This is an optimization exercise on Yosys and OpenROAD, whose aim is small area, a short achievable clock period and few clock cycles per item, not a production implementation.
RTL that was checked went through simulation tests only; none was proved equivalent to the original.
No functional check of the RTL was part of run 1.
Power and IR drop assume default switching activity.

## flow/design.v (module list and top-level ports; edited modules follow where they fit)
// module multiplication_top: 1476 lines
module multiplication_top(a_in, b_in, result, clk, reset, start, ready);
  // ...
==> flow/flow/run.sh <==
#!/bin/bash
# The standard layout (standard.sh: standard synthesis, floorplan, place,
# CTS, route), except that the ports are buffered with plain sky130 buf_1
# cells instead of the delay buffers buffer_ports picks by default.
# make's full output goes to flow_make.log here; ORFS's per-step logs are
# under orfs/logs/.
set -euo pipefail
bash standard.sh "BUFFER_PORTS_ARGS=-buffer_cell sky130_fd_sc_hd__buf_1" finish > flow_make.log 2>&1
==> flow/standard.sh <==
#!/bin/bash
# synth_recipe.tcl (not shown) runs the flow's synth.tcl, then flattens the netlist and writes it again
# the make line also repeats each setting of config.mk as NAME=value (left out here)
make -C /OpenROAD-flow-scripts/flow DESIGN_CONFIG=/design/flow/config.mk WORK_HOME=/design/flow/orfs CLKGATE_MAP_FILE= SYNTH_SCRIPT=/design/flow/synth_recipe.tcl "${@:-finish}"
==> flow/config.mk <==
export PLATFORM = sky130hd
export DESIGN_NAME = multiplication_top
export DESIGN_NICKNAME = multiplication_top
export VERILOG_FILES = /design/flow/design.v
export SDC_FILE = /design/flow/constraint.sdc
export NUM_CORES = 4
export LEC_CHECK = 0
export CAP_MARGIN = 20
export CORE_MARGIN = 2
export CORE_UTILIZATION = 40
export CTS_CLUSTER_DIAMETER = 80
export CTS_CLUSTER_SIZE = 20
export SLEW_MARGIN = 20
==> flow/constraint.sdc <==
create_clock -name core_clock -period 4.0 [get_ports {clk}]
set_input_delay 0.8000 -clock core_clock [delete_from_list [all_inputs] [get_ports {clk}]]
set_output_delay 0.8000 -clock core_clock [all_outputs]
set_load 0.01 [all_outputs]
==> impl_metrics.yaml, run 1 <==
global_route:
  grt_pass1_vias: 25000
  grt_pass1_wl_um: 161000
setup_path:
  slowest_stage: "fa_1"
  path_cells: "buf_1, or3b_4, a31oi_4, buf_12, buf_12, a22oi_1, xnor2_1, fa_1, fa_1, fa_1, fa_1, nor2_1"
  path_depth: 12
  critPathLaunch: "a_in[7]"
  regToRegEndpoint: "c_q[14]"
  cpLargestDelayFamily: "adder cells"
outcome:
  outcome: "timing/DRC/antenna clean"
synthesis:
  async_flop_share: 0
  syn_nets: 3704
  synth_edf_count: 128
  synth_top_family_by_area: "adder cells"
  synth_cell_type_count: 74
floorplanning:
  coreArea_um2: 78600
  start_util: 0.403
route:
  wl_per_cell_um: 24.4
  met3WireLength_um: 10600
  firstDrtPassIters: 6
clock_tree:
  cts_tree: "done"
  cts_resized: 1
power:
  p_comb_frac: 0.725
  peakVddDrop_uv: 432
layout:
  multiInputGateArea_um2: 22600
  multi_input_area_share: 0.603
  regArea_um2: 7570
  seq_cell_count: 314
  seq_share: 0.202
min_path:
  holdCritStartpoint: "cnt_q[0]"
sta:
  whs_ps: 427
placement:
  dp_cells: 4372
==> module multiplication_top, before the edit <==
module multiplication_top(a_in, b_in, result, clk, reset, start, ready);
    input [63:0] a_in, b_in;
    input clk, reset, start;
    output ready;
    output [128:0] result;
    reg rdy_q;
    reg [2:0] cnt_q;
    reg [4:0] sel_q;              
    reg [57:0] hi_q;               
    reg [69:0] lo_q;               
    reg [64:0] s_q, c_q;           
    reg [13:0] sr_q, cr_q;          
    reg cb_q;                      
    reg [6:0] one_q, two_q, neg_q;
    wire last = !rdy_q && cnt_q == 3'd5;
    wire rdy_d = reset || (rdy_q ? !start : last);
    wire run = !reset && (rdy_q ? start : !last);
    wire [14:0] ach0 = {a_in[13:0], 1'b0};
    wire [14:0] ach;
    assign ach = ({15{sel_q[1]}} & {a_in[27], a_in[26], a_in[25], a_in[24], a_in[23], a_in[22], a_in[21], a_in[20], a_in[19], a_in[18], a_in[17], a_in[16], a_in[15], a_in[14], a_in[13]})
        | ({15{sel_q[2]}} & {a_in[41], a_in[40], a_in[39], a_in[38], a_in[37], a_in[36], a_in[35], a_in[34], a_in[33], a_in[32], a_in[31], a_in[30], a_in[29], a_in[28], a_in[27]})
        | ({15{sel_q[3]}} & {a_in[55], a_in[54], a_in[53], a_in[52], a_in[51], a_in[50], a_in[49], a_in[48], a_in[47], a_in[46], a_in[45], a_in[44], a_in[43], a_in[42], a_in[41]})
        | ({15{sel_q[4]}} & {1'b0, 1'b0, 1'b0, 1'b0, 1'b0, 1'b0, a_in[63], a_in[62], a_in[61], a_in[60], a_in[59], a_in[58], a_in[57], a_in[56], a_in[55]});
    wire [6:0] one0, two0, neg0, one_d, two_d, neg_d;
    genvar g;
    generate for (g = 0; g < 7; g = g + 1) begin : enc
        assign one0[g] = ach0[2*g+1] ^ ach0[2*g];
        assign two0[g] = (ach0[2*g+2] & ~ach0[2*g+1] & ~ach0[2*g]) | (~ach0[2*g+2] & ach0[2*g+1] & ach0[2*g]);
        assign neg0[g] = ach0[2*g+2];
        assign one_d[g] = ach[2*g+1] ^ ach[2*g];
        assign two_d[g] = (ach[2*g+2] & ~ach[2*g+1] & ~ach[2*g]) | (~ach[2*g+2] & ach[2*g+1] & ach[2*g]);
        assign neg_d[g] = ach[2*g+2];
    end endgenerate
    wire [6:0] one = rdy_q ? one0 : one_q;
    wire [6:0] two = rdy_q ? two0 : two_q;
    wire [6:0] neg = rdy_q ? neg0 : neg_q;
    wire [63:0] pp0 = ({64{one[0]}} & b_in | {64{two[0]}} & {b_in[62:0], 1'b0}) ^ {64{neg[0]}};
    wire py0 = two[0] & b_in[63];
    wire px0 = py0 ^ neg[0];
    wire npx0 = ~px0;
    wire npy0 = ~py0;
    wire pz0 = py0 & ~neg[0];
    wire [63:0] pp1 = ({64{one[1]}} & b_in | {64{two[1]}} & {b_in[62:0], 1'b0}) ^ {64{neg[1]}};
    wire py1 = two[1] & b_in[63];
    wire px1 = py1 ^ neg[1];
    wire npx1 = ~px1;
    wire npy1 = ~py1;
    wire pz1 = py1 & ~neg[1];
    wire [63:0] pp2 = ({64{one[2]}} & b_in | {64{two[2]}} & {b_in[62:0], 1'b0}) ^ {64{neg[2]}};
    wire py2 = two[2] & b_in[63];
    wire px2 = py2 ^ neg[2];
    wire npx2 = ~px2;
    wire npy2 = ~py2;
    wire pz2 = py2 & ~neg[2];
    wire [63:0] pp3 = ({64{one[3]}} & b_in | {64{two[3]}} & {b_in[62:0], 1'b0}) ^ {64{neg[3]}};
    wire py3 = two[3] & b_in[63];
    wire px3 = py3 ^ neg[3];
    wire npx3 = ~px3;
    wire npy3 = ~py3;
    wire pz3 = py3 & ~neg[3];
    wire [63:0] pp4 = ({64{one[4]}} & b_in | {64{two[4]}} & {b_in[62:0], 1'b0}) ^ {64{neg[4]}};
    wire py4 = two[4] & b_in[63];
    wire px4 = py4 ^ neg[4];
    wire npx4 = ~px4;
    wire npy4 = ~py4;
    wire pz4 = py4 & ~neg[4];
    wire [63:0] pp5 = ({64{one[5]}} & b_in | {64{two[5]}} & {b_in[62:0], 1'b0}) ^ {64{neg[5]}};
    wire py5 = two[5] & b_in[63];
    wire px5 = py5 ^ neg[5];
    wire npx5 = ~px5;
    wire npy5 = ~py5;
    wire pz5 = py5 & ~neg[5];
    wire [63:0] pp6 = ({64{one[6]}} & b_in | {64{two[6]}} & {b_in[62:0], 1'b0}) ^ {64{neg[6]}};
    wire py6 = two[6] & b_in[63];
    wire px6 = py6 ^ neg[6];
    wire npx6 = ~px6;
    wire npy6 = ~py6;
    wire pz6 = py6 & ~neg[6];
    wire [63:0] negs;
    generate for (g = 0; g < 32; g = g + 1) begin : ng
        assign negs[2*g] = a_in[2*g+1];
        assign negs[2*g+1] = 1'b0;
    end endgenerate
    wire [64:0] ci_t = rdy_q ? {1'b0, negs} : c_q;
    wire fs1;
    wire fc2;
    wire hs3;
    wire hc4;
    wire fs5;
    wire fc6;
    wire fs7;
    wire fc8;
    wire hs9;
    wire hc10;
    wire fs11;
    wire fc12;
    wire fs13;
    wire fc14;
    wire fs15;
    wire fc16;
    wire fs17;
    wire fc18;
    wire hs19;
    wire hc20;
    wire fs21;
    wire fc22;
    wire fs23;
    wire fc24;
    wire fs25;
    wire fc26;
    wire fs27;
    wire fc28;
    wire fs29;
    wire fc30;
    wire fs31;
    wire fc32;
    wire fs33;
    wire fc34;
    wire fs35;
    wire fc36;
    wire fs37;
    wire fc38;
    wire fs39;
    wire fc40;
    wire fs41;
    wire fc42;
    wire fs43;
    wire fc44;
    wire fs45;
    wire fc46;
    wire fs47;
    wire fc48;
    wire fs49;
    wire fc50;
    wire fs51;
    wire fc52;
    wire fs53;
    wire fc54;
    wire fs55;
    wire fc56;
    wire fs57;
    wire fc58;
    wire fs59;
    wire fc60;
    wire fs61;
    wire fc62;
    wire fs63;
    wire fc64;
    wire fs65;
    wire fc66;
    wire fs67;
    wire fc68;
    wire fs69;
    wire fc70;
    wire fs71;
    wire fc72;
    wire fs73;
    wire fc74;
    wire fs75;
    wire fc76;
    wire fs77;
    wire fc78;
    wire fs79;
    wire fc80;
    wire fs81;
    wire fc82;
    wire fs83;
    wire fc84;
    wire fs85;
    wire fc86;
    wire fs87;
    wire fc88;
    wire fs89;
    wire fc90;
    wire fs91;
    wire fc92;
    wire fs93;
    wire fc94;
    wire fs95;
    wire fc96;
    wire fs97;
    wire fc98;
    wire fs99;
    wire fc100;
    wire fs101;
    wire fc102;
    wire fs103;
    wire fc104;
    wire fs105;
    wire fc106;
    wire fs107;
    wire fc108;
    wire fs109;
    wire fc110;
    wire fs111;
    wire fc112;
    wire fs113;
    wire fc114;
    wire fs115;
    wire fc116;
    wire fs117;
    wire fc118;
    wire fs119;
    wire fc120;
    wire fs121;
    wire fc122;
    wire fs123;
    wire fc124;
    wire fs125;
    wire fc126;
    wire fs127;
    wire fc128;
    wire fs129;
    wire fc130;
    wire fs131;
    wire fc132;
    wire fs133;
    wire fc134;
    wire fs135;
    wire fc136;
    wire fs137;
    wire fc138;
    wire fs139;
    wire fc140;
    wire fs141;
    wire fc142;
    wire fs143;
    wire fc144;
    wire fs145;
    wire fc146;
    wire fs147;
    wire fc148;
    wire fs149;
    wire fc150;
    wire fs151;
    wire fc152;
    wire fs153;
    wire fc154;
    wire fs155;
    wire fc156;
    wire fs157;
    wire fc158;
    wire fs159;
    wire fc160;
    wire fs161;
    wire fc162;
    wire fs163;
    wire fc164;
    wire fs165;
    wire fc166;
    wire fs167;
    wire fc168;
    wire fs169;
    wire fc170;
    wire fs171;
    wire fc172;
    wire fs173;
    wire fc174;
    wire fs175;
    wire fc176;
    wire fs177;
    wire fc178;
    wire fs179;
    wire fc180;
    wire fs181;
    wire fc182;
    wire fs183;
    wire fc184;
    wire fs185;
    wire fc186;
    wire fs187;
    wire fc188;
    wire fs189;
    wire fc190;
    wire fs191;
    wire fc192;
    wire fs193;
    wire fc194;
    wire fs195;
    wire fc196;
    wire fs197;
    wire fc198;
    wire fs199;
    wire fc200;
    wire fs201;
    wire fc202;
    wire fs203;
    wire fc204;
    wire fs205;
    wire fc206;
    wire fs207;
    wire fc208;
    wire fs209;
    wire fc210;
    wire fs211;
    wire fc212;
    wire fs213;
    wire fc214;
    wire fs215;
    wire fc216;
    wire fs217;
    wire fc218;
    wire fs219;
    wire fc220;
    wire fs221;
    wire fc222;
    wire fs223;
    wire fc224;
    wire fs225;
    wire fc226;
    wire fs227;
    wire fc228;
    wire fs229;
    wire fc230;
    wire fs231;
    wire fc232;
    wire fs233;
    wire fc234;
    wire fs235;
    wire fc236;
    wire fs237;
    wire fc238;
    wire fs239;
    wire fc240;
    wire fs241;
    wire fc242;
    wire fs243;
    wire fc244;
    wire fs245;
    wire fc246;
    wire fs247;
    wire fc248;
    wire fs249;
    wire fc250;
    wire fs251;
    wire fc252;
    wire fs253;
    wire fc254;
    wire fs255;
    wire fc256;
    wire fs257;
    wire fc258;
    wire fs259;
    wire fc260;
    wire fs261;
    wire fc262;
    wire fs263;
    wire fc264;
    wire fs265;
    wire fc266;
    wire fs267;
    wire fc268;
    wire fs269;
    wire fc270;
    wire fs271;
    wire fc272;
    wire fs273;
    wire fc274;
    wire fs275;
    wire fc276;
    wire fs277;
    wire fc278;
    wire fs279;
    wire fc280;
    wire fs281;
    wire fc282;
    wire fs283;
    wire fc284;
    wire fs285;
    wire fc286;
    wire fs287;
    wire fc288;
    wire fs289;
    wire fc290;
    wire fs291;
    wire fc292;
    wire fs293;
    wire fc294;
    wire fs295;
    wire fc296;
    wire fs297;
    wire fc298;
    wire fs299;
    wire fc300;
    wire fs301;
    wire fc302;
    wire fs303;
    wire fc304;
    wire fs305;
    wire fc306;
    wire fs307;
    wire fc308;
    wire fs309;
    wire fc310;
    wire fs311;
    wire fc312;
    wire fs313;
    wire fc314;
    wire fs315;
    wire fc316;
    wire fs317;
    wire fc318;
    wire fs319;
    wire fc320;
    wire fs321;
    wire fc322;
    wire fs323;
    wire fc324;
    wire fs325;
    wire fc326;
    wire fs327;
    wire fc328;
    wire fs329;
    wire fc330;
    wire fs331;
    wire fc332;
    wire fs333;
    wire fc334;
    wire fs335;
    wire fc336;
    wire fs337;
    wire fc338;
    wire hs339;
    wire hc340;
    wire fs341;
    wire fc342;
    wire hs343;
    wire hc344;
    wire hs345;
    wire hc346;
    wire fs347;
    wire fc348;
    wire fs349;
    wire fc350;
    wire hs351;
    wire hc352;
    wire fs353;
    wire fc354;
    wire fs355;
    wire fc356;
    wire fs357;
    wire fc358;
    wire fs359;
    wire fc360;
    wire fs361;
    wire fc362;
    wire fs363;
    wire fc364;
    wire fs365;
    wire fc366;
    wire fs367;
    wire fc368;
    wire fs369;
    wire fc370;
    wire fs371;
    wire fc372;
    wire fs373;
    wire fc374;
    wire fs375;
    wire fc376;
    wire fs377;
    wire fc378;
    wire fs379;
    wire fc380;
    wire fs381;
    wire fc382;
    wire fs383;
    wire fc384;
    wire fs385;
    wire fc386;
    wire fs387;
    wire fc388;
    wire fs389;
    wire fc390;
    wire fs391;
    wire fc392;
    wire fs393;
    wire fc394;
    wire fs395;
    wire fc396;
    wire fs397;
    wire fc398;
    wire fs399;
    wire fc400;
    wire fs401;
    wire fc402;
    wire fs403;
    wire fc404;
    wire fs405;
    wire fc406;
    wire fs407;
    wire fc408;
    wire fs409;
    wire fc410;
    wire fs411;
    wire fc412;
    wire fs413;
    wire fc414;
    wire fs415;
    wire fc416;
    wire fs417;
    wire fc418;
    wire fs419;
    wire fc420;
    wire fs421;
    wire fc422;
    wire fs423;
    wire fc424;
    wire fs425;
    wire fc426;
    wire fs427;
    wire fc428;
    wire fs429;
    wire fc430;
    wire fs431;
    wire fc432;
    wire fs433;
    wire fc434;
    wire fs435;
    wire fc436;
    wire fs437;
    wire fc438;
    wire fs439;
    wire fc440;
    wire fs441;
    wire fc442;
    wire fs443;
    wire fc444;
    wire fs445;
    wire fc446;
    wire fs447;
    wire fc448;
    wire fs449;
    wire fc450;
    wire fs451;
    wire fc452;
    wire fs453;
    wire fc454;
    wire fs455;
    wire fc456;
    wire fs457;
    wire fc458;
    wire fs459;
    wire fc460;
    wire fs461;
    wire fc462;
    wire fs463;
    wire fc464;
    wire fs465;
    wire fc466;
    wire fs467;
    wire fc468;
    wire fs469;
    wire fc470;
    wire fs471;
    wire fc472;
    wire fs473;
    wire fc474;
    wire fs475;
    wire fc476;
    wire fs477;
    wire fc478;
    wire fs479;
    wire fc480;
    wire fs481;
    wire fc482;
    wire fs483;
    wire fc484;
    wire fs485;
    wire fc486;
    wire fs487;
    wire fc488;
    wire fs489;
    wire fc490;
    wire fs491;
    wire fc492;
    wire fs493;
    wire fc494;
    wire fs495;
    wire fc496;
    wire fs497;
    wire fc498;
    wire fs499;
    wire fc500;
    wire fs501;
    wire fc502;
    wire fs503;
    wire fc504;
    wire fs505;
    wire fc506;
    wire fs507;
    wire fc508;
    wire fs509;
    wire fc510;
    wire fs511;
    wire fc512;
    wire fs513;
    wire fc514;
    wire fs515;
    wire fc516;
    wire fs517;
    wire fc518;
    wire fs519;
    wire fc520;
    wire fs521;
    wire fc522;
    wire fs523;
    wire fc524;
    wire fs525;
    wire fc526;
    wire fs527;
    wire fc528;
    wire fs529;
    wire fc530;
    wire fs531;
    wire fc532;
    wire fs533;
    wire fc534;
    wire fs535;
    wire fc536;
    wire fs537;
    wire fc538;
    wire fs539;
    wire fc540;
    wire fs541;
    wire fc542;
    wire fs543;
    wire fc544;
    wire fs545;
    wire fc546;
    wire fs547;
    wire fc548;
    wire fs549;
    wire fc550;
    wire fs551;
    wire fc552;
    wire fs553;
    wire fc554;
    wire fs555;
    wire fc556;
    wire fs557;
    wire fc558;
    wire fs559;
    wire fc560;
    wire fs561;
    wire fc562;
    wire fs563;
    wire fc564;
    wire fs565;
    wire fc566;
    wire fs567;
    wire fc568;
    wire fs569;
    wire fc570;
    wire fs571;
    wire fc572;
    wire fs573;
    wire fc574;
    wire fs575;
    wire fc576;
    wire fs577;
    wire fc578;
    wire fs579;
    wire fc580;
    wire fs581;
    wire fc582;
    wire fs583;
    wire fc584;
    wire fs585;
    wire fc586;
    wire fs587;
    wire fc588;
    wire fs589;
    wire fc590;
    wire fs591;
    wire fc592;
    wire fs593;
    wire fc594;
    wire fs595;
    wire fc596;
    wire fs597;
    wire fc598;
    wire fs599;
    wire fc600;
    wire fs601;
    wire fc602;
    wire fs603;
    wire fc604;
    wire fs605;
    wire fc606;
    wire hs607;
    wire hc608;
    wire fs609;
    wire fc610;
    wire hs611;
    wire hc612;
    wire hs613;
    wire hc614;
    wire fs615;
    wire fc616;
    wire fs617;
    wire fc618;
    wire fs619;
    wire fc620;
    wire fs621;
    wire fc622;
    wire fs623;
    wire fc624;
    wire fs625;
    wire fc626;
    wire fs627;
    wire fc628;
    wire fs629;
    wire fc630;
    wire fs631;
    wire fc632;
    wire fs633;
    wire fc634;
    wire fs635;
    wire fc636;
    wire fs637;
    wire fc638;
    wire fs639;
    wire fc640;
    wire fs641;
    wire fc642;
    wire fs643;
    wire fc644;
    wire fs645;
    wire fc646;
    wire fs647;
    wire fc648;
    wire fs649;
    wire fc650;
    wire fs651;
    wire fc652;
    wire fs653;
    wire fc654;
    wire fs655;
    wire fc656;
    wire fs657;
    wire fc658;
    wire fs659;
    wire fc660;
    wire fs661;
    wire fc662;
    wire fs663;
    wire fc664;
    wire fs665;
    wire fc666;
    wire fs667;
    wire fc668;
    wire fs669;
    wire fc670;
    wire fs671;
    wire fc672;
    wire fs673;
    wire fc674;
    wire fs675;
    wire fc676;
    wire fs677;
    wire fc678;
    wire fs679;
    wire fc680;
    wire fs681;
    wire fc682;
    wire fs683;
    wire fc684;
    wire fs685;
    wire fc686;
    wire fs687;
    wire fc688;
    wire fs689;
    wire fc690;
    wire fs691;
    wire fc692;
    wire fs693;
    wire fc694;
    wire fs695;
    wire fc696;
    wire fs697;
    wire fc698;
    wire fs699;
    wire fc700;
    wire fs701;
    wire fc702;
    wire fs703;
    wire fc704;
    wire fs705;
    wire fc706;
    wire fs707;
    wire fc708;
    wire fs709;
    wire fc710;
    wire fs711;
    wire fc712;
    wire fs713;
    wire fc714;
    wire fs715;
    wire fc716;
    wire fs717;
    wire fc718;
    wire fs719;
    wire fc720;
    wire fs721;
    wire fc722;
    wire fs723;
    wire fc724;
    wire fs725;
    wire fc726;
    wire fs727;
    wire fc728;
    wire fs729;
    wire fc730;
    wire fs731;
    wire fc732;
    wire fs733;
    wire fc734;
    wire fs735;
    wire fc736;
    wire fs737;
    wire fc738;
    wire fs739;
    wire fc740;
    wire fs741;
    wire fc742;
    wire fs743;
    wire fc744;
    wire fs745;
    wire fc746;
    wire fs747;
    wire fc748;
    wire fs749;
    wire fc750;
    wire fs751;
    wire fc752;
    wire fs753;
    wire fc754;
    wire fs755;
    wire fc756;
    wire fs757;
    wire fc758;
    wire hs759;
    wire hc760;
    wire hs761;
    wire hc762;
    wire fs763;
    wire fc764;
    wire fs765;
    wire fc766;
    wire fs767;
    wire fc768;
    wire fs769;
    wire fc770;
    wire fs771;
    wire fc772;
    wire fs773;
    wire fc774;
    wire fs775;
    wire fc776;
    wire fs777;
    wire fc778;
    wire fs779;
    wire fc780;
    wire fs781;
    wire fc782;
    wire fs783;
    wire fc784;
    wire fs785;
    wire fc786;
    wire fs787;
    wire fc788;
    wire fs789;
    wire fc790;
    wire fs791;
    wire fc792;
    wire fs793;
    wire fc794;
    wire fs795;
    wire fc796;
    wire fs797;
    wire fc798;
    wire fs799;
    wire fc800;
    wire fs801;
    wire fc802;
    wire fs803;
    wire fc804;
    wire fs805;
    wire fc806;
    wire fs807;
    wire fc808;
    wire fs809;
    wire fc810;
    wire fs811;
    wire fc812;
    wire fs813;
    wire fc814;
    wire fs815;
    wire fc816;
    wire fs817;
    wire fc818;
    wire fs819;
    wire fc820;
    wire fs821;
    wire fc822;
    wire fs823;
    wire fc824;
    wire fs825;
    wire fc826;
    wire fs827;
    wire fc828;
    wire fs829;
    wire fc830;
    wire fs831;
    wire fc832;
    wire fs833;
    wire fc834;
    wire fs835;
    wire fc836;
    wire fs837;
    wire fc838;
    wire fs839;
    wire fc840;
    wire fs841;
    wire fc842;
    wire fs843;
    wire fc844;
    wire fs845;
    wire fc846;
    wire fs847;
    wire fc848;
    wire fs849;
    wire fc850;
    wire fs851;
    wire fc852;
    wire fs853;
    wire fc854;
    wire fs855;
    wire fc856;
    wire fs857;
    wire fc858;
    wire fs859;
    wire fc860;
    wire fs861;
    wire fc862;
    wire fs863;
    wire fc864;
    wire fs865;
    wire fc866;
    wire fs867;
    wire fc868;
    wire fs869;
    wire fc870;
    wire fs871;
    wire fc872;
    wire fs873;
    wire fc874;
    wire fs875;
    wire fc876;
    wire fs877;
    wire fc878;
    wire fs879;
    wire fc880;
    wire fs881;
    wire fc882;
    wire fs883;
    wire fc884;
    wire fs885;
    wire fc886;
    wire fs887;
    wire fc888;
    wire fs889;
    wire fc890;
    wire fs891;
    wire fc892;
    wire fs893;
    wire fc894;
    wire fs895;
    wire fc896;
    wire fs897;
    wire fc898;
    wire fs899;
    wire fc900;
    wire fs901;
    wire fc902;
    wire fs903;
    wire fc904;
    wire fs905;
    wire fc906;
    wire fs907;
    wire fc908;
    wire fs909;
    wire fc910;
    wire hs911;
    wire hc912;
    assign {fc2, fs1} = s_q[0] + ci_t[0] + pp0[0];
    assign {hc4, hs3} = s_q[8] + ci_t[8];
    assign {fc6, fs5} = s_q[9] + ci_t[9] + pp0[9];
    assign {fc8, fs7} = s_q[10] + ci_t[10] + pp0[10];
    assign {hc10, hs9} = pp1[8] + pp2[6];
    assign {fc12, fs11} = s_q[11] + ci_t[11] + pp0[11];
    assign {fc14, fs13} = pp1[9] + pp2[7] + pp3[5];
    assign {fc16, fs15} = s_q[12] + ci_t[12] + pp0[12];
    assign {fc18, fs17} = pp1[10] + pp2[8] + pp3[6];
    assign {hc20, hs19} = pp4[4] + pp5[2];
    assign {fc22, fs21} = s_q[13] + ci_t[13] + pp0[13];
    assign {fc24, fs23} = pp1[11] + pp2[9] + pp3[7];
    assign {fc26, fs25} = pp4[5] + pp5[3] + pp6[1];
    assign {fc28, fs27} = s_q[14] + ci_t[14] + pp0[14];
    assign {fc30, fs29} = pp1[12] + pp2[10] + pp3[8];
    assign {fc32, fs31} = pp4[6] + pp5[4] + pp6[2];
    assign {fc34, fs33} = s_q[15] + ci_t[15] + pp0[15];
    assign {fc36, fs35} = pp1[13] + pp2[11] + pp3[9];
    assign {fc38, fs37} = pp4[7] + pp5[5] + pp6[3];
    assign {fc40, fs39} = s_q[16] + ci_t[16] + pp0[16];
    assign {fc42, fs41} = pp1[14] + pp2[12] + pp3[10];
    assign {fc44, fs43} = pp4[8] + pp5[6] + pp6[4];
    assign {fc46, fs45} = s_q[17] + ci_t[17] + pp0[17];
    assign {fc48, fs47} = pp1[15] + pp2[13] + pp3[11];
    assign {fc50, fs49} = pp4[9] + pp5[7] + pp6[5];
    assign {fc52, fs51} = s_q[18] + ci_t[18] + pp0[18];
    assign {fc54, fs53} = pp1[16] + pp2[14] + pp3[12];
    assign {fc56, fs55} = pp4[10] + pp5[8] + pp6[6];
    assign {fc58, fs57} = s_q[19] + ci_t[19] + pp0[19];
    assign {fc60, fs59} = pp1[17] + pp2[15] + pp3[13];
    assign {fc62, fs61} = pp4[11] + pp5[9] + pp6[7];
    assign {fc64, fs63} = s_q[20] + ci_t[20] + pp0[20];
    assign {fc66, fs65} = pp1[18] + pp2[16] + pp3[14];
    assign {fc68, fs67} = pp4[12] + pp5[10] + pp6[8];
    assign {fc70, fs69} = s_q[21] + ci_t[21] + pp0[21];
    assign {fc72, fs71} = pp1[19] + pp2[17] + pp3[15];
    assign {fc74, fs73} = pp4[13] + pp5[11] + pp6[9];
    assign {fc76, fs75} = s_q[22] + ci_t[22] + pp0[22];
    assign {fc78, fs77} = pp1[20] + pp2[18] + pp3[16];
    assign {fc80, fs79} = pp4[14] + pp5[12] + pp6[10];
    assign {fc82, fs81} = s_q[23] + ci_t[23] + pp0[23];
    assign {fc84, fs83} = pp1[21] + pp2[19] + pp3[17];
    assign {fc86, fs85} = pp4[15] + pp5[13] + pp6[11];
    assign {fc88, fs87} = s_q[24] + ci_t[24] + pp0[24];
    assign {fc90, fs89} = pp1[22] + pp2[20] + pp3[18];
    assign {fc92, fs91} = pp4[16] + pp5[14] + pp6[12];
    assign {fc94, fs93} = s_q[25] + ci_t[25] + pp0[25];
    assign {fc96, fs95} = pp1[23] + pp2[21] + pp3[19];
    assign {fc98, fs97} = pp4[17] + pp5[15] + pp6[13];
    assign {fc100, fs99} = s_q[26] + ci_t[26] + pp0[26];
    assign {fc102, fs101} = pp1[24] + pp2[22] + pp3[20];
    assign {fc104, fs103} = pp4[18] + pp5[16] + pp6[14];
    assign {fc106, fs105} = s_q[27] + ci_t[27] + pp0[27];
    assign {fc108, fs107} = pp1[25] + pp2[23] + pp3[21];
    assign {fc110, fs109} = pp4[19] + pp5[17] + pp6[15];
    assign {fc112, fs111} = s_q[28] + ci_t[28] + pp0[28];
    assign {fc114, fs113} = pp1[26] + pp2[24] + pp3[22];
    assign {fc116, fs115} = pp4[20] + pp5[18] + pp6[16];
    assign {fc118, fs117} = s_q[29] + ci_t[29] + pp0[29];
    assign {fc120, fs119} = pp1[27] + pp2[25] + pp3[23];
    assign {fc122, fs121} = pp4[21] + pp5[19] + pp6[17];
    assign {fc124, fs123} = s_q[30] + ci_t[30] + pp0[30];
    assign {fc126, fs125} = pp1[28] + pp2[26] + pp3[24];
    assign {fc128, fs127} = pp4[22] + pp5[20] + pp6[18];
    assign {fc130, fs129} = s_q[31] + ci_t[31] + pp0[31];
    assign {fc132, fs131} = pp1[29] + pp2[27] + pp3[25];
    assign {fc134, fs133} = pp4[23] + pp5[21] + pp6[19];
    assign {fc136, fs135} = s_q[32] + ci_t[32] + pp0[32];
    assign {fc138, fs137} = pp1[30] + pp2[28] + pp3[26];
    assign {fc140, fs139} = pp4[24] + pp5[22] + pp6[20];
    assign {fc142, fs141} = s_q[33] + ci_t[33] + pp0[33];
    assign {fc144, fs143} = pp1[31] + pp2[29] + pp3[27];
    assign {fc146, fs145} = pp4[25] + pp5[23] + pp6[21];
    assign {fc148, fs147} = s_q[34] + ci_t[34] + pp0[34];
    assign {fc150, fs149} = pp1[32] + pp2[30] + pp3[28];
    assign {fc152, fs151} = pp4[26] + pp5[24] + pp6[22];
    assign {fc154, fs153} = s_q[35] + ci_t[35] + pp0[35];
    assign {fc156, fs155} = pp1[33] + pp2[31] + pp3[29];
    assign {fc158, fs157} = pp4[27] + pp5[25] + pp6[23];
    assign {fc160, fs159} = s_q[36] + ci_t[36] + pp0[36];
    assign {fc162, fs161} = pp1[34] + pp2[32] + pp3[30];
    assign {fc164, fs163} = pp4[28] + pp5[26] + pp6[24];
    assign {fc166, fs165} = s_q[37] + ci_t[37] + pp0[37];
    assign {fc168, fs167} = pp1[35] + pp2[33] + pp3[31];
    assign {fc170, fs169} = pp4[29] + pp5[27] + pp6[25];
    assign {fc172, fs171} = s_q[38] + ci_t[38] + pp0[38];
    assign {fc174, fs173} = pp1[36] + pp2[34] + pp3[32];
    assign {fc176, fs175} = pp4[30] + pp5[28] + pp6[26];
    assign {fc178, fs177} = s_q[39] + ci_t[39] + pp0[39];
    assign {fc180, fs179} = pp1[37] + pp2[35] + pp3[33];
    assign {fc182, fs181} = pp4[31] + pp5[29] + pp6[27];
    assign {fc184, fs183} = s_q[40] + ci_t[40] + pp0[40];
    assign {fc186, fs185} = pp1[38] + pp2[36] + pp3[34];
    assign {fc188, fs187} = pp4[32] + pp5[30] + pp6[28];
    assign {fc190, fs189} = s_q[41] + ci_t[41] + pp0[41];
    assign {fc192, fs191} = pp1[39] + pp2[37] + pp3[35];
    assign {fc194, fs193} = pp4[33] + pp5[31] + pp6[29];
    assign {fc196, fs195} = s_q[42] + ci_t[42] + pp0[42];
    assign {fc198, fs197} = pp1[40] + pp2[38] + pp3[36];
    assign {fc200, fs199} = pp4[34] + pp5[32] + pp6[30];
    assign {fc202, fs201} = s_q[43] + ci_t[43] + pp0[43];
    assign {fc204, fs203} = pp1[41] + pp2[39] + pp3[37];
    assign {fc206, fs205} = pp4[35] + pp5[33] + pp6[31];
    assign {fc208, fs207} = s_q[44] + ci_t[44] + pp0[44];
    assign {fc210, fs209} = pp1[42] + pp2[40] + pp3[38];
    assign {fc212, fs211} = pp4[36] + pp5[34] + pp6[32];
    assign {fc214, fs213} = s_q[45] + ci_t[45] + pp0[45];
    assign {fc216, fs215} = pp1[43] + pp2[41] + pp3[39];
    assign {fc218, fs217} = pp4[37] + pp5[35] + pp6[33];
    assign {fc220, fs219} = s_q[46] + ci_t[46] + pp0[46];
    assign {fc222, fs221} = pp1[44] + pp2[42] + pp3[40];
    assign {fc224, fs223} = pp4[38] + pp5[36] + pp6[34];
    assign {fc226, fs225} = s_q[47] + ci_t[47] + pp0[47];
    assign {fc228, fs227} = pp1[45] + pp2[43] + pp3[41];
    assign {fc230, fs229} = pp4[39] + pp5[37] + pp6[35];
    assign {fc232, fs231} = s_q[48] + ci_t[48] + pp0[48];
    assign {fc234, fs233} = pp1[46] + pp2[44] + pp3[42];
    assign {fc236, fs235} = pp4[40] + pp5[38] + pp6[36];
    assign {fc238, fs237} = s_q[49] + ci_t[49] + pp0[49];
    assign {fc240, fs239} = pp1[47] + pp2[45] + pp3[43];
    assign {fc242, fs241} = pp4[41] + pp5[39] + pp6[37];
    assign {fc244, fs243} = s_q[50] + ci_t[50] + pp0[50];
    assign {fc246, fs245} = pp1[48] + pp2[46] + pp3[44];
    assign {fc248, fs247} = pp4[42] + pp5[40] + pp6[38];
    assign {fc250, fs249} = s_q[51] + ci_t[51] + pp0[51];
    assign {fc252, fs251} = pp1[49] + pp2[47] + pp3[45];
    assign {fc254, fs253} = pp4[43] + pp5[41] + pp6[39];
    assign {fc256, fs255} = s_q[52] + ci_t[52] + pp0[52];
    assign {fc258, fs257} = pp1[50] + pp2[48] + pp3[46];
    assign {fc260, fs259} = pp4[44] + pp5[42] + pp6[40];
    assign {fc262, fs261} = s_q[53] + ci_t[53] + pp0[53];
    assign {fc264, fs263} = pp1[51] + pp2[49] + pp3[47];
    assign {fc266, fs265} = pp4[45] + pp5[43] + pp6[41];
    assign {fc268, fs267} = s_q[54] + ci_t[54] + pp0[54];
    assign {fc270, fs269} = pp1[52] + pp2[50] + pp3[48];
    assign {fc272, fs271} = pp4[46] + pp5[44] + pp6[42];
    assign {fc274, fs273} = s_q[55] + ci_t[55] + pp0[55];
    assign {fc276, fs275} = pp1[53] + pp2[51] + pp3[49];
    assign {fc278, fs277} = pp4[47] + pp5[45] + pp6[43];
    assign {fc280, fs279} = s_q[56] + ci_t[56] + pp0[56];
    assign {fc282, fs281} = pp1[54] + pp2[52] + pp3[50];
    assign {fc284, fs283} = pp4[48] + pp5[46] + pp6[44];
    assign {fc286, fs285} = s_q[57] + ci_t[57] + pp0[57];
    assign {fc288, fs287} = pp1[55] + pp2[53] + pp3[51];
    assign {fc290, fs289} = pp4[49] + pp5[47] + pp6[45];
    assign {fc292, fs291} = s_q[58] + ci_t[58] + pp0[58];
    assign {fc294, fs293} = pp1[56] + pp2[54] + pp3[52];
    assign {fc296, fs295} = pp4[50] + pp5[48] + pp6[46];
    assign {fc298, fs297} = s_q[59] + ci_t[59] + pp0[59];
    assign {fc300, fs299} = pp1[57] + pp2[55] + pp3[53];
    assign {fc302, fs301} = pp4[51] + pp5[49] + pp6[47];
    assign {fc304, fs303} = s_q[60] + ci_t[60] + pp0[60];
    assign {fc306, fs305} = pp1[58] + pp2[56] + pp3[54];
    assign {fc308, fs307} = pp4[52] + pp5[50] + pp6[48];
    assign {fc310, fs309} = s_q[61] + ci_t[61] + pp0[61];
    assign {fc312, fs311} = pp1[59] + pp2[57] + pp3[55];
    assign {fc314, fs313} = pp4[53] + pp5[51] + pp6[49];
    assign {fc316, fs315} = s_q[62] + ci_t[62] + pp0[62];
    assign {fc318, fs317} = pp1[60] + pp2[58] + pp3[56];
    assign {fc320, fs319} = pp4[54] + pp5[52] + pp6[50];
    assign {fc322, fs321} = s_q[63] + ci_t[63] + pp0[63];
    assign {fc324, fs323} = pp1[61] + pp2[59] + pp3[57];
    assign {fc326, fs325} = pp4[55] + pp5[53] + pp6[51];
    assign {fc328, fs327} = s_q[64] + ci_t[64] + npx0;
    assign {fc330, fs329} = pp1[62] + pp2[60] + pp3[58];
    assign {fc332, fs331} = pp4[56] + pp5[54] + pp6[52];
    assign {fc334, fs333} = npy0 + pp1[63] + pp2[61];
    assign {fc336, fs335} = pp3[59] + pp4[57] + pp5[55];
    assign {fc338, fs337} = pz0 + npx1 + pp2[62];
    assign {hc340, hs339} = pp3[60] + pp4[58];
    assign {fc342, fs341} = npy1 + pp2[63] + pp3[61];
    assign {hc344, hs343} = pz1 + npx2;
    assign {hc346, hs345} = s_q[4] + ci_t[4];
    assign {fc348, fs347} = s_q[5] + ci_t[5] + pp0[5];
    assign {fc350, fs349} = s_q[6] + ci_t[6] + pp0[6];
    assign {hc352, hs351} = pp1[4] + pp2[2];
    assign {fc354, fs353} = s_q[7] + ci_t[7] + pp0[7];
    assign {fc356, fs355} = pp1[5] + pp2[3] + pp3[1];
    assign {fc358, fs357} = hs3 + pp0[8] + pp1[6];
    assign {fc360, fs359} = pp2[4] + pp3[2] + pp4[0];
    assign {fc362, fs361} = hc4 + pp1[7] + pp2[5];
    assign {fc364, fs363} = pp3[3] + pp4[1] + fs5;
    assign {fc366, fs365} = pp3[4] + pp4[2] + pp5[0];
    assign {fc368, fs367} = fc6 + fs7 + hs9;
    assign {fc370, fs369} = pp4[3] + pp5[1] + fc8;
    assign {fc372, fs371} = hc10 + fs11 + fs13;
    assign {fc374, fs373} = pp6[0] + fc12 + fc14;
    assign {fc376, fs375} = fs15 + fs17 + hs19;
    assign {fc378, fs377} = fc16 + fc18 + hc20;
    assign {fc380, fs379} = fs21 + fs23 + fs25;
    assign {fc382, fs381} = fc22 + fc24 + fc26;
    assign {fc384, fs383} = fs27 + fs29 + fs31;
    assign {fc386, fs385} = fc28 + fc30 + fc32;
    assign {fc388, fs387} = fs33 + fs35 + fs37;
    assign {fc390, fs389} = fc34 + fc36 + fc38;
    assign {fc392, fs391} = fs39 + fs41 + fs43;
    assign {fc394, fs393} = fc40 + fc42 + fc44;
    assign {fc396, fs395} = fs45 + fs47 + fs49;
    assign {fc398, fs397} = fc46 + fc48 + fc50;
    assign {fc400, fs399} = fs51 + fs53 + fs55;
    assign {fc402, fs401} = fc52 + fc54 + fc56;
    assign {fc404, fs403} = fs57 + fs59 + fs61;
    assign {fc406, fs405} = fc58 + fc60 + fc62;
    assign {fc408, fs407} = fs63 + fs65 + fs67;
    assign {fc410, fs409} = fc64 + fc66 + fc68;
    assign {fc412, fs411} = fs69 + fs71 + fs73;
    assign {fc414, fs413} = fc70 + fc72 + fc74;
    assign {fc416, fs415} = fs75 + fs77 + fs79;
    assign {fc418, fs417} = fc76 + fc78 + fc80;
    assign {fc420, fs419} = fs81 + fs83 + fs85;
    assign {fc422, fs421} = fc82 + fc84 + fc86;
    assign {fc424, fs423} = fs87 + fs89 + fs91;
    assign {fc426, fs425} = fc88 + fc90 + fc92;
    assign {fc428, fs427} = fs93 + fs95 + fs97;
    assign {fc430, fs429} = fc94 + fc96 + fc98;
    assign {fc432, fs431} = fs99 + fs101 + fs103;
    assign {fc434, fs433} = fc100 + fc102 + fc104;
    assign {fc436, fs435} = fs105 + fs107 + fs109;
    assign {fc438, fs437} = fc106 + fc108 + fc110;
    assign {fc440, fs439} = fs111 + fs113 + fs115;
    assign {fc442, fs441} = fc112 + fc114 + fc116;
    assign {fc444, fs443} = fs117 + fs119 + fs121;
    assign {fc446, fs445} = fc118 + fc120 + fc122;
    assign {fc448, fs447} = fs123 + fs125 + fs127;
    assign {fc450, fs449} = fc124 + fc126 + fc128;
    assign {fc452, fs451} = fs129 + fs131 + fs133;
    assign {fc454, fs453} = fc130 + fc132 + fc134;
    assign {fc456, fs455} = fs135 + fs137 + fs139;
    assign {fc458, fs457} = fc136 + fc138 + fc140;
    assign {fc460, fs459} = fs141 + fs143 + fs145;
    assign {fc462, fs461} = fc142 + fc144 + fc146;
    assign {fc464, fs463} = fs147 + fs149 + fs151;
    assign {fc466, fs465} = fc148 + fc150 + fc152;
    assign {fc468, fs467} = fs153 + fs155 + fs157;
    assign {fc470, fs469} = fc154 + fc156 + fc158;
    assign {fc472, fs471} = fs159 + fs161 + fs163;
    assign {fc474, fs473} = fc160 + fc162 + fc164;
    assign {fc476, fs475} = fs165 + fs167 + fs169;
    assign {fc478, fs477} = fc166 + fc168 + fc170;
    assign {fc480, fs479} = fs171 + fs173 + fs175;
    assign {fc482, fs481} = fc172 + fc174 + fc176;
    assign {fc484, fs483} = fs177 + fs179 + fs181;
    assign {fc486, fs485} = fc178 + fc180 + fc182;
    assign {fc488, fs487} = fs183 + fs185 + fs187;
    assign {fc490, fs489} = fc184 + fc186 + fc188;
    assign {fc492, fs491} = fs189 + fs191 + fs193;
    assign {fc494, fs493} = fc190 + fc192 + fc194;
    assign {fc496, fs495} = fs195 + fs197 + fs199;
    assign {fc498, fs497} = fc196 + fc198 + fc200;
    assign {fc500, fs499} = fs201 + fs203 + fs205;
    assign {fc502, fs501} = fc202 + fc204 + fc206;
    assign {fc504, fs503} = fs207 + fs209 + fs211;
    assign {fc506, fs505} = fc208 + fc210 + fc212;
    assign {fc508, fs507} = fs213 + fs215 + fs217;
    assign {fc510, fs509} = fc214 + fc216 + fc218;
    assign {fc512, fs511} = fs219 + fs221 + fs223;
    assign {fc514, fs513} = fc220 + fc222 + fc224;
    assign {fc516, fs515} = fs225 + fs227 + fs229;
    assign {fc518, fs517} = fc226 + fc228 + fc230;
    assign {fc520, fs519} = fs231 + fs233 + fs235;
    assign {fc522, fs521} = fc232 + fc234 + fc236;
    assign {fc524, fs523} = fs237 + fs239 + fs241;
    assign {fc526, fs525} = fc238 + fc240 + fc242;
    assign {fc528, fs527} = fs243 + fs245 + fs247;
    assign {fc530, fs529} = fc244 + fc246 + fc248;
    assign {fc532, fs531} = fs249 + fs251 + fs253;
    assign {fc534, fs533} = fc250 + fc252 + fc254;
    assign {fc536, fs535} = fs255 + fs257 + fs259;
    assign {fc538, fs537} = fc256 + fc258 + fc260;
    assign {fc540, fs539} = fs261 + fs263 + fs265;
    assign {fc542, fs541} = fc262 + fc264 + fc266;
    assign {fc544, fs543} = fs267 + fs269 + fs271;
    assign {fc546, fs545} = fc268 + fc270 + fc272;
    assign {fc548, fs547} = fs273 + fs275 + fs277;
    assign {fc550, fs549} = fc274 + fc276 + fc278;
    assign {fc552, fs551} = fs279 + fs281 + fs283;
    assign {fc554, fs553} = fc280 + fc282 + fc284;
    assign {fc556, fs555} = fs285 + fs287 + fs289;
    assign {fc558, fs557} = fc286 + fc288 + fc290;
    assign {fc560, fs559} = fs291 + fs293 + fs295;
    assign {fc562, fs561} = fc292 + fc294 + fc296;
    assign {fc564, fs563} = fs297 + fs299 + fs301;
    assign {fc566, fs565} = fc298 + fc300 + fc302;
    assign {fc568, fs567} = fs303 + fs305 + fs307;
    assign {fc570, fs569} = fc304 + fc306 + fc308;
    assign {fc572, fs571} = fs309 + fs311 + fs313;
    assign {fc574, fs573} = fc310 + fc312 + fc314;
    assign {fc576, fs575} = fs315 + fs317 + fs319;
    assign {fc578, fs577} = fc316 + fc318 + fc320;
    assign {fc580, fs579} = fs321 + fs323 + fs325;
    assign {fc582, fs581} = fc322 + fc324 + fc326;
    assign {fc584, fs583} = fs327 + fs329 + fs331;
    assign {fc586, fs585} = pp6[53] + fc328 + fc330;
    assign {fc588, fs587} = fc332 + fs333 + fs335;
    assign {fc590, fs589} = pp5[56] + pp6[54] + fc334;
    assign {fc592, fs591} = fc336 + fs337 + hs339;
    assign {fc594, fs593} = pp4[59] + pp5[57] + pp6[55];
    assign {fc596, fs595} = fc338 + hc340 + fs341;
    assign {fc598, fs597} = pp3[62] + pp4[60] + pp5[58];
    assign {fc600, fs599} = pp6[56] + fc342 + hs343;
    assign {fc602, fs601} = npy2 + pp3[63] + pp4[61];
    assign {fc604, fs603} = pp5[59] + pp6[57] + hc344;
    assign {fc606, fs605} = pz2 + npx3 + pp4[62];
    assign {hc608, hs607} = pp5[60] + pp6[58];
    assign {fc610, fs609} = npy3 + pp4[63] + pp5[61];
    assign {hc612, hs611} = pz3 + npx4;
    assign {hc614, hs613} = s_q[1] + ci_t[1];
    assign {fc616, fs615} = s_q[2] + ci_t[2] + pp0[2];
    assign {fc618, fs617} = s_q[3] + ci_t[3] + pp0[3];
    assign {fc620, fs619} = hs345 + pp0[4] + pp1[2];
    assign {fc622, fs621} = hc346 + pp1[3] + pp2[1];
    assign {fc624, fs623} = pp3[0] + fc348 + fs349;
    assign {fc626, fs625} = fc350 + hc352 + fs353;
    assign {fc628, fs627} = fc354 + fc356 + fs357;
    assign {fc630, fs629} = fc358 + fc360 + fs361;
    assign {fc632, fs631} = fc362 + fs365 + fc364;
    assign {fc634, fs633} = fc366 + fc368 + fs369;
    assign {fc636, fs635} = fc370 + fc372 + fs373;
    assign {fc638, fs637} = fc374 + fc376 + fs377;
    assign {fc640, fs639} = fc378 + fc380 + fs381;
    assign {fc642, fs641} = fc382 + fc384 + fs385;
    assign {fc644, fs643} = fc386 + fc388 + fs389;
    assign {fc646, fs645} = fc390 + fc392 + fs393;
    assign {fc648, fs647} = fc394 + fc396 + fs397;
    assign {fc650, fs649} = fc398 + fc400 + fs401;
    assign {fc652, fs651} = fc402 + fc404 + fs405;
    assign {fc654, fs653} = fc406 + fc408 + fs409;
    assign {fc656, fs655} = fc410 + fc412 + fs413;
    assign {fc658, fs657} = fc414 + fc416 + fs417;
    assign {fc660, fs659} = fc418 + fc420 + fs421;
    assign {fc662, fs661} = fc422 + fc424 + fs425;
    assign {fc664, fs663} = fc426 + fc428 + fs429;
    assign {fc666, fs665} = fc430 + fc432 + fs433;
    assign {fc668, fs667} = fc434 + fc436 + fs437;
    assign {fc670, fs669} = fc438 + fc440 + fs441;
    assign {fc672, fs671} = fc442 + fc444 + fs445;
    assign {fc674, fs673} = fc446 + fc448 + fs449;
    assign {fc676, fs675} = fc450 + fc452 + fs453;
    assign {fc678, fs677} = fc454 + fc456 + fs457;
    assign {fc680, fs679} = fc458 + fc460 + fs461;
    assign {fc682, fs681} = fc462 + fc464 + fs465;
    assign {fc684, fs683} = fc466 + fc468 + fs469;
    assign {fc686, fs685} = fc470 + fc472 + fs473;
    assign {fc688, fs687} = fc474 + fc476 + fs477;
    assign {fc690, fs689} = fc478 + fc480 + fs481;
    assign {fc692, fs691} = fc482 + fc484 + fs485;
    assign {fc694, fs693} = fc486 + fc488 + fs489;
    assign {fc696, fs695} = fc490 + fc492 + fs493;
    assign {fc698, fs697} = fc494 + fc496 + fs497;
    assign {fc700, fs699} = fc498 + fc500 + fs501;
    assign {fc702, fs701} = fc502 + fc504 + fs505;
    assign {fc704, fs703} = fc506 + fc508 + fs509;
    assign {fc706, fs705} = fc510 + fc512 + fs513;
    assign {fc708, fs707} = fc514 + fc516 + fs517;
    assign {fc710, fs709} = fc518 + fc520 + fs521;
    assign {fc712, fs711} = fc522 + fc524 + fs525;
    assign {fc714, fs713} = fc526 + fc528 + fs529;
    assign {fc716, fs715} = fc530 + fc532 + fs533;
    assign {fc718, fs717} = fc534 + fc536 + fs537;
    assign {fc720, fs719} = fc538 + fc540 + fs541;
    assign {fc722, fs721} = fc542 + fc544 + fs545;
    assign {fc724, fs723} = fc546 + fc548 + fs549;
    assign {fc726, fs725} = fc550 + fc552 + fs553;
    assign {fc728, fs727} = fc554 + fc556 + fs557;
    assign {fc730, fs729} = fc558 + fc560 + fs561;
    assign {fc732, fs731} = fc562 + fc564 + fs565;
    assign {fc734, fs733} = fc566 + fc568 + fs569;
    assign {fc736, fs735} = fc570 + fc572 + fs573;
    assign {fc738, fs737} = fc574 + fc576 + fs577;
    assign {fc740, fs739} = fc578 + fc580 + fs581;
    assign {fc742, fs741} = fc582 + fc584 + fs585;
    assign {fc744, fs743} = fc586 + fc588 + fs589;
    assign {fc746, fs745} = fs593 + fc590 + fc592;
    assign {fc748, fs747} = fc594 + fs597 + fc596;
    assign {fc750, fs749} = fc598 + fs601 + fc600;
    assign {fc752, fs751} = fc602 + fs605 + hs607;
    assign {fc754, fs753} = pp6[59] + fc606 + hc608;
    assign {fc756, fs755} = pp5[62] + pp6[60] + fc610;
    assign {fc758, fs757} = npy4 + pp5[63] + pp6[61];
    assign {hc760, hs759} = pz4 + npx5;
    assign {hc762, hs761} = hs613 + pp0[1];
    assign {fc764, fs763} = hc614 + pp1[0] + fs615;
    assign {fc766, fs765} = pp1[1] + fc616 + fs617;
    assign {fc768, fs767} = pp2[0] + fc618 + fs619;
    assign {fc770, fs769} = fc620 + fs621 + fs347;
    assign {fc772, fs771} = fc622 + hs351 + fs623;
    assign {fc774, fs773} = fs355 + fc624 + fs625;
    assign {fc776, fs775} = fs359 + fc626 + fs627;
    assign {fc778, fs777} = fc628 + fs629 + fs363;
    assign {fc780, fs779} = fc630 + fs367 + fs631;
    assign {fc782, fs781} = fs371 + fc632 + fs633;
    assign {fc784, fs783} = fs375 + fc634 + fs635;
    assign {fc786, fs785} = fs379 + fc636 + fs637;
    assign {fc788, fs787} = fs383 + fc638 + fs639;
    assign {fc790, fs789} = fs387 + fc640 + fs641;
    assign {fc792, fs791} = fs391 + fc642 + fs643;
    assign {fc794, fs793} = fs395 + fc644 + fs645;
    assign {fc796, fs795} = fs399 + fc646 + fs647;
    assign {fc798, fs797} = fs403 + fc648 + fs649;
    assign {fc800, fs799} = fs407 + fc650 + fs651;
    assign {fc802, fs801} = fs411 + fc652 + fs653;
    assign {fc804, fs803} = fs415 + fc654 + fs655;
    assign {fc806, fs805} = fs419 + fc656 + fs657;
    assign {fc808, fs807} = fs423 + fc658 + fs659;
    assign {fc810, fs809} = fs427 + fc660 + fs661;
    assign {fc812, fs811} = fs431 + fc662 + fs663;
    assign {fc814, fs813} = fs435 + fc664 + fs665;
    assign {fc816, fs815} = fs439 + fc666 + fs667;
    assign {fc818, fs817} = fs443 + fc668 + fs669;
    assign {fc820, fs819} = fs447 + fc670 + fs671;
    assign {fc822, fs821} = fs451 + fc672 + fs673;
    assign {fc824, fs823} = fs455 + fc674 + fs675;
    assign {fc826, fs825} = fs459 + fc676 + fs677;
    assign {fc828, fs827} = fs463 + fc678 + fs679;
    assign {fc830, fs829} = fs467 + fc680 + fs681;
    assign {fc832, fs831} = fs471 + fc682 + fs683;
    assign {fc834, fs833} = fs475 + fc684 + fs685;
    assign {fc836, fs835} = fs479 + fc686 + fs687;
    assign {fc838, fs837} = fs483 + fc688 + fs689;
    assign {fc840, fs839} = fs487 + fc690 + fs691;
    assign {fc842, fs841} = fs491 + fc692 + fs693;
    assign {fc844, fs843} = fs495 + fc694 + fs695;
    assign {fc846, fs845} = fs499 + fc696 + fs697;
    assign {fc848, fs847} = fs503 + fc698 + fs699;
    assign {fc850, fs849} = fs507 + fc700 + fs701;
    assign {fc852, fs851} = fs511 + fc702 + fs703;
    assign {fc854, fs853} = fs515 + fc704 + fs705;
    assign {fc856, fs855} = fs519 + fc706 + fs707;
    assign {fc858, fs857} = fs523 + fc708 + fs709;
    assign {fc860, fs859} = fs527 + fc710 + fs711;
    assign {fc862, fs861} = fs531 + fc712 + fs713;
    assign {fc864, fs863} = fs535 + fc714 + fs715;
    assign {fc866, fs865} = fs539 + fc716 + fs717;
    assign {fc868, fs867} = fs543 + fc718 + fs719;
    assign {fc870, fs869} = fs547 + fc720 + fs721;
    assign {fc872, fs871} = fs551 + fc722 + fs723;
    assign {fc874, fs873} = fs555 + fc724 + fs725;
    assign {fc876, fs875} = fs559 + fc726 + fs727;
    assign {fc878, fs877} = fs563 + fc728 + fs729;
    assign {fc880, fs879} = fs567 + fc730 + fs731;
    assign {fc882, fs881} = fs571 + fc732 + fs733;
    assign {fc884, fs883} = fs575 + fc734 + fs735;
    assign {fc886, fs885} = fs579 + fc736 + fs737;
    assign {fc888, fs887} = fs583 + fc738 + fs739;
    assign {fc890, fs889} = fs587 + fc740 + fs741;
    assign {fc892, fs891} = fs591 + fc742 + fs743;
    assign {fc894, fs893} = fs595 + fc744 + fs745;
    assign {fc896, fs895} = fs599 + fc746 + fs747;
    assign {fc898, fs897} = fs603 + fc748 + fs749;
    assign {fc900, fs899} = fs751 + fc604 + fc750;
    assign {fc902, fs901} = fs609 + fc752 + fs753;
    assign {fc904, fs903} = hs611 + fc754 + fs755;
    assign {fc906, fs905} = fs757 + hc612 + fc756;
    assign {fc908, fs907} = pp6[62] + fc758 + hs759;
    assign {fc910, fs909} = npy5 + pp6[63] + hc760;
    assign {hc912, hs911} = pz5 + npx6;
    wire [78:0] ts = {pz6, hc912, fc910, fc908, fc906, fc904, fc902, fc900, fc898, fc896, fc894, fc892, fc890, fc888, fc886, fc884, fc882, fc880, fc878, fc876, fc874, fc872, fc870, fc868, fc866, fc864, fc862, fc860, fc858, fc856, fc854, fc852, fc850, fc848, fc846, fc844, fc842, fc840, fc838, fc836, fc834, fc832, fc830, fc828, fc826, fc824, fc822, fc820, fc818, fc816, fc814, fc812, fc810, fc808, fc806, fc804, fc802, fc800, fc798, fc796, fc794, fc792, fc790, fc788, fc786, fc784, fc782, fc780, fc778, fc776, fc774, fc772, fc770, fc768, fc766, fc764, hc762, hs761, fs1};
    wire [78:0] tc = {1'b0, npy6, hs911, fs909, fs907, fs905, fs903, fs901, fs899, fs897, fs895, fs893, fs891, fs889, fs887, fs885, fs883, fs881, fs879, fs877, fs875, fs873, fs871, fs869, fs867, fs865, fs863, fs861, fs859, fs857, fs855, fs853, fs851, fs849, fs847, fs845, fs843, fs841, fs839, fs837, fs835, fs833, fs831, fs829, fs827, fs825, fs823, fs821, fs819, fs817, fs815, fs813, fs811, fs809, fs807, fs805, fs803, fs801, fs799, fs797, fs795, fs793, fs791, fs789, fs787, fs785, fs783, fs781, fs779, fs777, fs775, fs773, fs771, fs769, fs767, fs765, fs763, fc2, 1'b0};
    wire [71:0] fp = {s_q[57:0], sr_q};
    wire [71:0] fq = {c_q[57:0], cr_q[13:1], cb_q};
    wire [71:0] fres = fp + fq;
    wire cb_d = fres[14] ^ fp[14] ^ fq[14];
    always @(posedge clk) begin
        rdy_q <= rdy_d;
        cnt_q <= rdy_q ? 3'd1 : cnt_q + 3'd1;
        sel_q <= rdy_d ? 5'd2 : {sel_q[3:0], 1'b0};
        one_q <= one_d;
        two_q <= two_d;
        neg_q <= neg_d;
        s_q <= run ? ts[78:14] : {1'b1, 64'd0};
        c_q <= run ? tc[78:14] : 65'd0;
        sr_q <= ts[13:0];
        cr_q <= tc[13:0];
        cb_q <= rdy_q ? 1'b0 : cb_d;
        if (!rdy_q) lo_q <= {fres[13:0], lo_q[69:14]};
        if (last) hi_q <= fres[71:14];
    end
    assign ready = rdy_q;
    assign result = {1'b0, hi_q, lo_q};
endmodule
==> run 2: changes to the inputs <==
--- a/flow/design.v
+++ b/flow/design.v
@@ -1453,8 +1453,8 @@
     wire [78:0] ts = {pz6, hc912, fc910, fc908, fc906, fc904, fc902, fc900, fc898, fc896, fc894, fc892, fc890, fc888, fc886, fc884, fc882, fc880, fc878, fc876, fc874, fc872, fc870, fc868, fc866, fc864, fc862, fc860, fc858, fc856, fc854, fc852, fc850, fc848, fc846, fc844, fc842, fc840, fc838, fc836, fc834, fc832, fc830, fc828, fc826, fc824, fc822, fc820, fc818, fc816, fc814, fc812, fc810, fc808, fc806, fc804, fc802, fc800, fc798, fc796, fc794, fc792, fc790, fc788, fc786, fc784, fc782, fc780, fc778, fc776, fc774, fc772, fc770, fc768, fc766, fc764, hc762, hs761, fs1};
     wire [78:0] tc = {1'b0, npy6, hs911, fs909, fs907, fs905, fs903, fs901, fs899, fs897, fs895, fs893, fs891, fs889, fs887, fs885, fs883, fs881, fs879, fs877, fs875, fs873, fs871, fs869, fs867, fs865, fs863, fs861, fs859, fs857, fs855, fs853, fs851, fs849, fs847, fs845, fs843, fs841, fs839, fs837, fs835, fs833, fs831, fs829, fs827, fs825, fs823, fs821, fs819, fs817, fs815, fs813, fs811, fs809, fs807, fs805, fs803, fs801, fs799, fs797, fs795, fs793, fs791, fs789, fs787, fs785, fs783, fs781, fs779, fs777, fs775, fs773, fs771, fs769, fs767, fs765, fs763, fc2, 1'b0};
     wire [71:0] fp = {s_q[57:0], sr_q};
-    wire [71:0] fq = {c_q[57:0], cr_q[13:1], cb_q};
-    wire [71:0] fres = fp + fq;
+    wire [71:0] fq = {c_q[57:0], cr_q};
+    wire [71:0] fres = fp + fq + {71'd0, cb_q};
     wire cb_d = fres[14] ^ fp[14] ^ fq[14];
     always @(posedge clk) begin
         rdy_q <= rdy_d;
==> run 2 against run 1 <==
- critical endpoint is now c_q[5]
- area after synthesis down 0.12%
- routed wire length increased by 1.0%
- core utilization shrank 0.65 points
- combinational power hardly changed
- sequential power shrank 0.8%
- still clean on timing, DRC and antenna
- clock skew increased by 61 ps
- die area shrank 0.12%
- cell count shrank 0.38%
- global-route usage about the same
- fmax is 0.30% higher
- clock power fell by 12%
==> impl_metrics.yaml, run 2 <==
synthesis:
  async_flop_share: 0
  syn-cell-area_um2: 31600
  yosysWarnings: 1
  yosys-top-cells-count: "a22oi_1, xnor2_1, fa_1, clkbuf_1, inv_1"
  synth_largest_area_cell: "fa_1"
  synth_cell_type_count: 71
  synth_seq_cells: 314
  yosysTopAreaCellShare: 0.280
  synth_area_leaders: "fa_1, xnor2_1, edfxtp_1, dfxtp_1, a22oi_1"
  ys_seq_area_frac: 0.239
  syn_inst: 3043
  syn_nets: 3711
  ys.flop_type: "dfxtp_1"
  yosysMostFrequentCell: "a22oi_1"
  syn_avg_cell_area_um2: 10.4
  synth_edf_count: 128
setup_path:
  crit_path_end_kind: "flip-flop"
  path_cells: "buf_4, mux2_2, buf_12, a22oi_1, xor2_1, fa_1, inv_1, fa_1, fa_1, fa_1, nor2_1"
  critPathRequiredTime_ps: 4460
  cp-start-kind: "flip-flop"
  max_stage_delay_ps: 580
  path_class: "reg -> reg"
  cp_max_fo: 28
  cpLargestDelayFamily: "adder cells"
  path_buf_inv: 3
  r2r_slack_ps: 110
  crit_arrival_ps: 4360
  slowest_stage: "fa_1"
  cpMostUsedCell: "fa_1"
global_route:
  grt_use_total: 0.263
  grt_pass1_vias: 25200
  grt_max_degree: 72
  use_met3: 0.0584
  grt_pass1_wl_um: 162000
  antenna_found_initial: 11
  met2_usage: 0.405
  grt_use_met1: 0.367
  grt_overflow_total: 0
  grt-busiest-layer: "met2"
layout:
  drive_gt1_frac: 0.117
  final_cell_mix: "a22oi_1, xnor2_1, fa_1, buf_1, inv_1"
  regArea_um2: 7570
  fin_nets: 4011
  top_regs: "lo_q: 70 flops, s_q: 65 flops, c_q: 64 flops"
  final_common_cell: "a22oi_1"
  fillers: 7483
  multiInputGateArea_um2: 22600
  top_register: "lo_q"
  areaGrowthSynthToFinish_pct: 17.2
  fin_area_um2: 37100
  finalNonFillerCells: 4415
  largest_reg_flops: 70
route:
  wirelength_um: 109000
  firstDrtPassIters: 6
  vias: 25100
  ant_nets: 0
  wl_per_cell_um: 24.7
  viasPerCell: 5.68
  drcViolationCount: 0
  drt-initial-drc-count: 2587
outcome:
  outcome: "timing/DRC/antenna clean"
placement:
  hpwl_um: 84700
  gp_congestion: 0.965
  placed_cell_area_um2: 36000
  dp_cells: 4355
  portBuffers: 259
power:
  peakVddDrop_uv: 450
  powerDensity_nw_per_um2: 780
  design_power_total_uw: 28900
  power.leakage_uw: 0.0140
floorplanning:
  coreArea_um2: 78600
  die-width_um: 285
  fp-row-count: 103
  start_util: 0.402
  die_h_um: 285
  io_pins: 261
  dieArea_um2: 81300
flow_run:
  maxCapViolations: 0
clock_tree:
  clockRootBuffer: "clkbuf_16"
  clkSlewWorstSetupHoldPaths_ps: 90
  cts_made_buffers: 25
  hold_buffers: 0
  clock_latency_ps: 640
  clockBufferDepth: 3
  htreeDepth: 1
  tritoncts_num_sinks: 314
  cts_tree: "done"
sta:
  rsz0062_at_grt: "true"
  slew_violations: 0
  finalSetupViolations: 0
  fmax_ghz: 0.257
  fin_crit_sh: 0.973
  worstMarginPinSlew_ps: 967
  final_hold_viol_count: 0
  fin_setup_tns_ps: 0
  layout_min_cycle_time_ps: 3890
  fin_worst_skew_ps: 82.1
  maxSlewHeadroom: 0.355
min_path:
  hold_path.class: "reg -> reg"
-- run 2: final timing paths --
| kind | startpoint | to | cells past startpoint |
|---|---|---|---|
| max reg2reg | rdy_q | c_q[5] | 11 |
| min | cnt_q[0] | cnt_q[0] | 1 |
| min reg2reg | cnt_q[0] | cnt_q[0] | 1 |
| max | rdy_q | c_q[5] | 11 |
-- run 2: per-stage QoR --
| step | util | hold WS [ps] | setup slack (ps) |
|---|---|---|---|
| after detailed placement | 0.458 | 419 | -527 |
| after CTS | 0.469 | 438 | 9.78 |
| after global placement | 0.458 | 413 | -458 |
| after floorplan | - | 388 | -21.4 |
| after global routing | 0.471 | 447 | -2.17 |
| final | 0.471 | 436 | 108 |
-- run 2: logic make-up after synthesis --
logic type               count (synthesis)  synth area share
XOR/XNOR                               530             0.147
adder cells (fa/ha/maj)                537             0.318
multiplexers                            41            0.0143
other                                    1          0.000119
buffers and inverters                  450            0.0536
AND/OR/NAND/NOR                        416            0.0589
flip-flops                             314             0.239
AO/OA/AOI/OAI                          754             0.169
-- run 2: area by class of cell --
class | count | share of cell area
clock inverter | 16 | 0.00530
inverter | 197 | 0.0201
tap | 1050 | 0.0355
sequential | 314 | 0.204
clock buffer | 30 | 0.0174
antenna | 3 | 0.000203
timing repair buffer | 526 | 0.107
multi-input combinational | 2279 | 0.610
-- run 2: routing by layer --
layer	routed length [um]	share of wire
met4	3700	0.034
met5	83	0.00076
met1	45600	0.42
met2	49000	0.45
met3	10700	0.098
-- run 2: where the power goes --
group	switching [uW]	internal [uW]	leakage, uW
clock network	1350	1330	0.000410
registers	512	4440	0.00274
logic	11800	9520	0.0109
total	13600	15300	0.0140
-- run 2: timing repair --
action	in CTS	in global routing
endpoints found under the hold margin	0	0
resized for setup	0	8
endpoints found under the setup margin	0	54
setup buffers	0	8
Testbench counts of run 2, summed over its fixed seeds: cycles 9,608, items 1,600.

-- static timing again, ports no longer ideal --
The flow's constraints put no driver on any port. The routed layouts listed below were extracted and timed again, unchanged, in two steps. Step 1 sets driving cells, clkbuf_16 on the clock port and buf_2 on the other inputs (assumed; they add their load-dependent delay and slew). Step 2 adds t to the input delays and takes it off the output delays; t is the mean of the earliest and latest rising clock arrival at the registers after step 1. Input paths then give back, and output paths get back, about the clock's delay inside the block. Three values: ideal ports, drivers, drivers and shift; two values: the first two.
| run | t (ns) | slack for setup (ns) | pins driven straight from the clock port |
|---|---|---|---|
| run 1 | 0.691 | 0.096 / 0.133 / -0.545 | 1 |
| run 2 | 0.667 | 0.108 / 0.108 / -0.492 | 1 |
Met with ideal ports but missed after step 2: setup timing in run 1 and run 2. For run 1, which loses most, drivers alone change the setup slack by +0.037 ns; drivers and shift together by -0.641 ns.
